Background: an optimization exercise with open tools, aiming at small area. Do not read the settings as production practice.
In this exercise RTL edits were held to simulation tests only and were not proved equivalent to the original.

**design/flow/design.v**
```verilog
module conv1 (
  input clock,
  input reset,
  input vld_in,
  input [5:0][15:0] in,
  output vld_out,
  output [63:0][15:0] out
);
  reg [1:0] vld_r;
  always @(posedge clock) vld_r <= reset ? 2'd0 : {vld_r, vld_in};
  assign vld_out = vld_r[1];
  reg [5:0][15:0] in_r;
  always @(posedge clock) in_r <= in;
  wire [15:0] x0 = in_r[0];
  wire [15:0] x1 = in_r[1];
  wire [15:0] x2 = in_r[2];
  wire [15:0] x3 = in_r[3];
  wire [15:0] x4 = in_r[4];
  wire [15:0] x5 = in_r[5];
  wire [15:0] n0 = x3 - x4;   
  wire [15:0] n1 = x5 + x3;   
  wire [15:0] n2 = x4 + x3;   
  wire [15:0] n3 = x1 - x2;   
  wire [15:0] n4 = x1 - x5;   
  wire [15:0] n5 = x5 + x1;   
  wire [15:0] n6 = x0 - x5;   
  wire [15:0] n7 = x3 + x0;   
  wire [15:0] n8 = n0 - x5;   
  wire [15:0] n9 = x2 - n2;   
  wire [15:0] n10 = x2 - n0;   
  wire [15:0] n11 = n2 + x2;   
  wire [15:0] n12 = n3 - n2;   
  wire [15:0] n13 = n0 + n3;   
  wire [15:0] n14 = n4 - x4;   
  wire [15:0] n15 = x4 + n5;   
  wire [15:0] n16 = n0 + n5;   
  wire [15:0] n17 = x3 + n5;   
  wire [15:0] n18 = x2 + n5;   
  wire [15:0] n19 = n7 - n5;   
  wire [15:0] n20 = n7 - n4;   
  wire [15:0] n21 = n6 - x3;   
  wire [15:0] n22 = n6 - n0;   
  wire [15:0] n23 = x2 + n6;   
  wire [15:0] n24 = n3 + n7;   
  wire [15:0] n25 = n4 + x0;   
  wire [15:0] n26 = n5 + x0;   
  reg [15:0] n1_s2;
  always @(posedge clock) n1_s2 <= n1;
  reg [15:0] n11_s2;
  always @(posedge clock) n11_s2 <= n11;
  wire [15:0] n27 = n11_s2 - n1_s2;   
  reg [15:0] n3_s2;
  always @(posedge clock) n3_s2 <= n3;
  reg [15:0] n16_s2;
  always @(posedge clock) n16_s2 <= n16;
  wire [15:0] n28 = n16_s2 - n3_s2;   
  reg [15:0] n13_s2;
  always @(posedge clock) n13_s2 <= n13;
  wire [15:0] n29 = n13_s2 - n1_s2;   
  reg [15:0] n2_s2;
  always @(posedge clock) n2_s2 <= n2;
  reg [15:0] n18_s2;
  always @(posedge clock) n18_s2 <= n18;
  wire [15:0] n30 = n18_s2 - n2_s2;   
  reg [15:0] n10_s2;
  always @(posedge clock) n10_s2 <= n10;
  reg [15:0] x1_s2;
  always @(posedge clock) x1_s2 <= x1;
  wire [15:0] n31 = n10_s2 + x1_s2;   
  reg [15:0] x4_s2;
  always @(posedge clock) x4_s2 <= x4;
  wire [15:0] n32 = n18_s2 - x4_s2;   
  reg [15:0] n22_s2;
  always @(posedge clock) n22_s2 <= n22;
  wire [15:0] n33 = n22_s2 - x1_s2;   
  reg [15:0] n20_s2;
  always @(posedge clock) n20_s2 <= n20;
  wire [15:0] n34 = n20_s2 - x4_s2;   
  wire [15:0] n35 = n22_s2 - n3_s2;   
  reg [15:0] n9_s2;
  always @(posedge clock) n9_s2 <= n9;
  wire [15:0] n36 = n9_s2 + n20_s2;   
  reg [15:0] n19_s2;
  always @(posedge clock) n19_s2 <= n19;
  wire [15:0] n37 = n10_s2 + n19_s2;   
  wire [15:0] n38 = n10_s2 + n20_s2;   
  reg [15:0] n12_s2;
  always @(posedge clock) n12_s2 <= n12;
  reg [15:0] x0_s2;
  always @(posedge clock) x0_s2 <= x0;
  wire [15:0] n39 = x0_s2 - n12_s2;   
  reg [15:0] n6_s2;
  always @(posedge clock) n6_s2 <= n6;
  wire [15:0] n40 = n6_s2 - n11_s2;   
  reg [15:0] x2_s2;
  always @(posedge clock) x2_s2 <= x2;
  wire [15:0] n41 = n22_s2 - x2_s2;   
  wire [15:0] n42 = x0_s2 - n10_s2;   
  wire [15:0] n43 = n6_s2 - n9_s2;   
  reg [15:0] x3_s2;
  always @(posedge clock) x3_s2 <= x3;
  reg [15:0] n23_s2;
  always @(posedge clock) n23_s2 <= n23;
  wire [15:0] n44 = n23_s2 - x3_s2;   
  reg [15:0] n0_s2;
  always @(posedge clock) n0_s2 <= n0;
  wire [15:0] n45 = n23_s2 - n0_s2;   
  reg [15:0] n26_s2;
  always @(posedge clock) n26_s2 <= n26;
  wire [15:0] n46 = n26_s2 - n11_s2;   
  wire [15:0] n47 = n3_s2 + n22_s2;   
  reg [15:0] n25_s2;
  always @(posedge clock) n25_s2 <= n25;
  wire [15:0] n48 = n25_s2 - n10_s2;   
  wire [15:0] n49 = n26_s2 - n9_s2;   
  wire [15:0] n50 = n25_s2 - x4_s2;   
  wire [15:0] n51 = n26_s2 - x4_s2;   
  wire [15:0] n52 = n9_s2 + n26_s2;   
  wire [15:0] n53 = n10_s2 + n26_s2;   
  wire [15:0] n54 = n11_s2 + n25_s2;   
  wire [15:0] n55 = n11_s2 + n26_s2;   
  wire [15:0] n56 = n33 - x2_s2;   
  wire [15:0] n57 = n40 - n3_s2;   
  wire [15:0] n58 = n39 - x2_s2;   
  wire [15:0] n59 = x1_s2 + n38;   
  wire [15:0] n60 = n28 + n6_s2;   
  wire [15:0] n61 = n28 + x0_s2;   
  wire [15:0] n62 = n10_s2 + n50;   
  wire [15:0] n63 = x2_s2 + n50;   
  wire [15:0] n64 = n16_s2 + n44;   
  wire [15:0] n65 = x3_s2 + n53;   
  wire [15:0] n66 = n54 - x4_s2;   
  assign out[0] = n53;
  assign out[1] = n23_s2;
  assign out[2] = n36;
  assign out[3] = n22_s2;
  assign out[4] = -n64;
  assign out[5] = -n51;
  assign out[6] = n29;
  assign out[7] = -n1_s2;
  reg [15:0] n5_s2;
  always @(posedge clock) n5_s2 <= n5;
  assign out[8] = -n5_s2;
  assign out[9] = n32;
  assign out[10] = -n45;
  assign out[11] = n57;
  assign out[12] = -n35;
  assign out[13] = n38;
  assign out[14] = n56;
  assign out[15] = -n60;
  assign out[16] = n27;
  assign out[17] = x1_s2;
  assign out[18] = -n48;
  assign out[19] = n59;
  assign out[20] = -n19_s2;
  reg [15:0] x5_s2;
  always @(posedge clock) x5_s2 <= x5;
  assign out[21] = -x5_s2;
  assign out[22] = n65;
  assign out[23] = -n42;
  reg [15:0] n21_s2;
  always @(posedge clock) n21_s2 <= n21;
  assign out[24] = n21_s2;
  assign out[25] = n33;
  reg [15:0] n4_s2;
  always @(posedge clock) n4_s2 <= n4;
  assign out[26] = -n4_s2;
  assign out[27] = n50;
  assign out[28] = n25_s2;
  assign out[29] = -n39;
  assign out[30] = n6_s2;
  assign out[31] = n49;
  reg [15:0] n15_s2;
  always @(posedge clock) n15_s2 <= n15;
  assign out[32] = -n15_s2;
  assign out[33] = n34;
  assign out[34] = -n61;
  reg [15:0] n24_s2;
  always @(posedge clock) n24_s2 <= n24;
  assign out[35] = n24_s2;
  assign out[36] = -n41;
  assign out[37] = -n62;
  assign out[38] = -n43;
  assign out[39] = n44;
  assign out[40] = -n37;
  assign out[41] = n13_s2;
  reg [15:0] n17_s2;
  always @(posedge clock) n17_s2 <= n17;
  assign out[42] = -n17_s2;
  assign out[43] = n30;
  assign out[44] = n24_s2;
  assign out[45] = n18_s2;
  assign out[46] = -n52;
  assign out[47] = n47;
  assign out[48] = n46;
  assign out[49] = -n54;
  assign out[50] = 16'd0;
  reg [15:0] n8_s2;
  always @(posedge clock) n8_s2 <= n8;
  assign out[51] = -n8_s2;
  assign out[52] = -n66;
  assign out[53] = n28;
  assign out[54] = n63;
  assign out[55] = -n9_s2;
  assign out[56] = -n17_s2;
  assign out[57] = n31;
  assign out[58] = -n16_s2;
  assign out[59] = n55;
  assign out[60] = -n58;
  assign out[61] = n40;
  assign out[62] = -n12_s2;
  reg [15:0] n14_s2;
  always @(posedge clock) n14_s2 <= n14;
  assign out[63] = n14_s2;
endmodule
```
**design/flow/run.sh**
```bash
#!/bin/bash
# synth_recipe.tcl (not shown) runs the flow's synth.tcl, then flattens the netlist and writes it again
# the make line also repeats each setting of config.mk as NAME=value (left out here)
make -C /OpenROAD-flow-scripts/flow DESIGN_CONFIG=/design/flow/config.mk WORK_HOME=/design/flow/orfs CLKGATE_MAP_FILE= SYNTH_SCRIPT=/design/flow/synth_recipe.tcl finish
```
**design/flow/config.mk**
```make
export PLATFORM = sky130hd
export DESIGN_NAME = conv1
export DESIGN_NICKNAME = conv1
export VERILOG_FILES = /design/flow/design.v
export SDC_FILE = /design/flow/constraint.sdc
export NUM_CORES = 8
export LEC_CHECK = 0
export CAP_MARGIN = 20
export CORE_MARGIN = 2
export CORE_UTILIZATION = 40
export SLEW_MARGIN = 20
```
**design/flow/constraint.sdc**
```tcl
create_clock -name core_clock -period 6.0 [get_ports {clock}]
set_input_delay 1.2000 -clock core_clock [delete_from_list [all_inputs] [get_ports {clock}]]
set_output_delay 1.2000 -clock core_clock [all_outputs]
set_load 0.01 [all_outputs]
```
==> impl_metrics.ini <==
[clock_tree]
clock-sinks = 607
numCtsBuffers = 81
clk_pin_slew_ns = 0.06
cts_hold_buf = 0
cts.path.max_buffers = 3
clk_latency_ns = 0.72
cts_root_buf = clkbuf_16
h-tree-depth = 3
cts_tree = yes

[logic_synthesis]
synth.top_cell.area_share = 0.2207
ys_seq_area_frac = 0.1990
ys.flop_type = dfxtp_1
yosys_warnings = 1
syn_area_per_cell_um2 = 8.176
synth_area_mm2 = 0.06107
synth_cell_types = 96
synth_edf_count = 0
synth-async-reset-ratio = 0
synth_top_area_cell = ha_1
synthTopCellsByArea = ha_1 (22%), dfxtp_1 (20%), xnor2_1 (12%)
ys_ff_latch = 607
synthCells = 7469

[cells_and_area]
utilization = 0.5779
finalInstanceArea_mm2 = 0.08768
fin_nets = 10830
stdcell_count = 11690
largest-register = in_r
nFillCells = 14020
largest_register_ffs = 96
drive_above_1_share = 0.1881
layout-area-overhead-vs-synth_pct = 43.57

[grt]
grt_use_total = 0.4230
grt_max_degree = 15
antenna_found_initial = 52
grt_pass1_vias = 65280
grt_first_pass_wirelength_um = 465400
overflow = 0

[sta]
finalHoldViolations = 0
period_needed_ns = 6.291
slew_viol_final = 0
worstMarginPinSlew_ns = 1.344
max_freq_ghz = 0.1590
min_period_over_period = 1.048
maxSlewHeadroom = 0.09231
timing.hold.ws_ns = 0.4290
rsz0062_at_grt = yes
setup_viol = 10
setup_ws_ns = -0.2908
finClkSkew_ns = 0.04725

[placement]
post-place-cells = 11430
dp_hpwl_um = 301000
gp_congestion = 1.053
port_buffers = 1107
placed_area_mm2 = 0.08102

[drt]
drtIter0Drc = 5848
dr.pass1.iters = 5
vias = 66440
wl_um = 346200
drc = 0
drt.antenna.violating_nets = 0
routedWlPerCell_um = 29.62
via_per_inst = 5.685

[setup_path]
critPathArrivalTime_ns = 5.09
worstPathRequired_ns = 4.80
end_kind = output port
critPathKind = register to output port
startpoint = n23_s2[0]
r2r_start = in_r[18]
cp-start-kind = register
cp_max_fo = 3

[min_path]
hold_start = in_r[90]
holdCritPathClass = register to register

[floorplanning]
die_area_mm2 = 0.1558
fp.dieH_um = 394.7
initial_core_util = 0.4025
rows = 143
design.portCount = 1124
coreArea_mm2 = 0.1517
die_w_um = 394.7

[flow_run]
cap_violations = 0

[run_status]
check.faults = negative setup slack
status = failed layout checks
==> synthesized netlist by cell type, types with 110 or more instances <==
| cell type | number |
|---|---|
| ha_1 | 1077 |
| inv_1 | 919 |
| xnor2_1 | 807 |
| nor2_1 | 705 |
| dfxtp_1 | 607 |
| a21oi_1 | 459 |
| o21ai_0 | 341 |
| nand2_1 | 278 |
| nor3_1 | 264 |
| xor2_1 | 243 |
| nand3_1 | 164 |
| nor2b_1 | 150 |
| o21bai_1 | 125 |
| a21o_1 | 110 |
==> what timing repair did <==
item                       CTS  global route
resized for setup          692           282
setup endpoints to repair  163           129
buffers inserted            83            41
pin swaps                  223           220
hold endpoints to repair     0             0
==> stage by stage <==
stage | setup slack, ns | TNS (ns)
5_1_grt | -0.4375 | -3.337
4_1_cts | -0.4878 | -2.697
3_5_place_dp | -1.168 | -10.31
2_1_floorplan | 0.3699 | 0
3_3_place_gp | -1.140 | -8.752
6_report | -0.2908 | -1.386
==> per-layer routing <==
metal	routed length (um)	GRT usage	vias to the layer above
met1	127500	0.4780	32070
met3	29500	0.08014	833
met2	160400	0.7187	3364
li1	-	-	30160
met4	28670	0.2920	12
met5	69	0	-
==> worst max-delay path, cell delays in order (launching register included) <==
cell	delay (ns)
dfxtp_2	0.34
inv_2	0.04
ha_4	0.16
fa_2	0.38
nor2b_2	0.13
o21ai_2	0.07
a21boi_2	0.17
o21ai_2	0.12
a21boi_2	0.23
o21ai_4	0.10
a21oi_4	0.19
nor2_2	0.07
xor2_2	0.16
ha_1	0.34
ha_4	0.23
buf_4	0.16
a22o_4	0.25
a311oi_4	0.37
o41ai_4	0.15
a21oi_2	0.20
xnor2_2	0.18
xnor2_1	0.16
buf_2	0.16
==> layout make-up <==
class                   count  area [um2]  area share
inverters                 921        3462     0.03949
repair buffers           2121       18710      0.2134
multi-input cells        5854       48060      0.5481
clock buffers             106        2241     0.02556
well taps                2030        2540     0.02897
flip-flops and latches    607       12190      0.1390
clock inverters            37       454.2    0.005180
diodes                     11       27.53   0.0003139
==> cell families after synthesis <==
family / after synthesis / share of synthesized area
and+or+nand+nor: 1967 / 0.1551
adders and majority gates: 1157 / 0.2449
buffers and inverters: 1023 / 0.06720
DFF: 607 / 0.1990
other: 1 / 0.00006141
xor gates and xnor gates: 1058 / 0.1534
muxes: 10 / 0.001721
AOI/OAI and AO/OA: 1646 / 0.1787
==> worst paths after layout <==
kind                end  slack (ns)  cells past startpoint
min           x5_s2[10]        0.43                      0
max reg2reg  n17_s2[15]        0.36                     18
max             out[79]       -0.29                     22
min reg2reg   x5_s2[10]        0.43                      0
==> cells in the final DEF, fill, tap and decap left out, types with 52 or more instances in the layout <==
master           netlist  routed
a21oi_1              459     367
nand2_1              278     272
clkbuf_16              0      81
xnor2_1              807     755
clkdlybuf4s50_1        0    1019
inv_1                919     892
or3_1                 56      52
nor3_1               264     252
a21o_1               110     110
nand3_1              164     159
o21bai_1             125     110
a21oi_2                3      81
o21ai_1               15      60
fa_1                  67      57
buf_4                 67     997
o21ai_0              341     244
ha_1                1077    1024
nor2b_1              150     137
nor2_1               705     690
dfxtp_1              607     584
nor4_1                80      76
and3_1                63      59
xor2_1               243     224

separate check: timing with driven ports:
The flow's constraints put no driver on any port. The routed layout listed below was extracted and timed again, unchanged, in two steps. Step 1 sets driving cells, clkbuf_16 on the clock port and buf_2 on the other inputs (assumed; they add their load-dependent delay and slew). Step 2 times the ports against the registers' clock, not the clock port: input delays grow and output delays shrink by t, the midpoint of the rising clock arrivals with the driver on. Slacks: ideal ports / drivers / drivers and shift; pairs: ideal ports / drivers.
t (ns): 0.791
slack for setup (ns): -0.291 / -0.382 / 0.358
worst setup path after step 2: register to register
worst slew at a driven data input, ns: 0.10
pins driven straight from the clock port: 1
For this run, drivers alone change the setup slack by -0.091 ns; drivers and shift together by +0.649 ns.
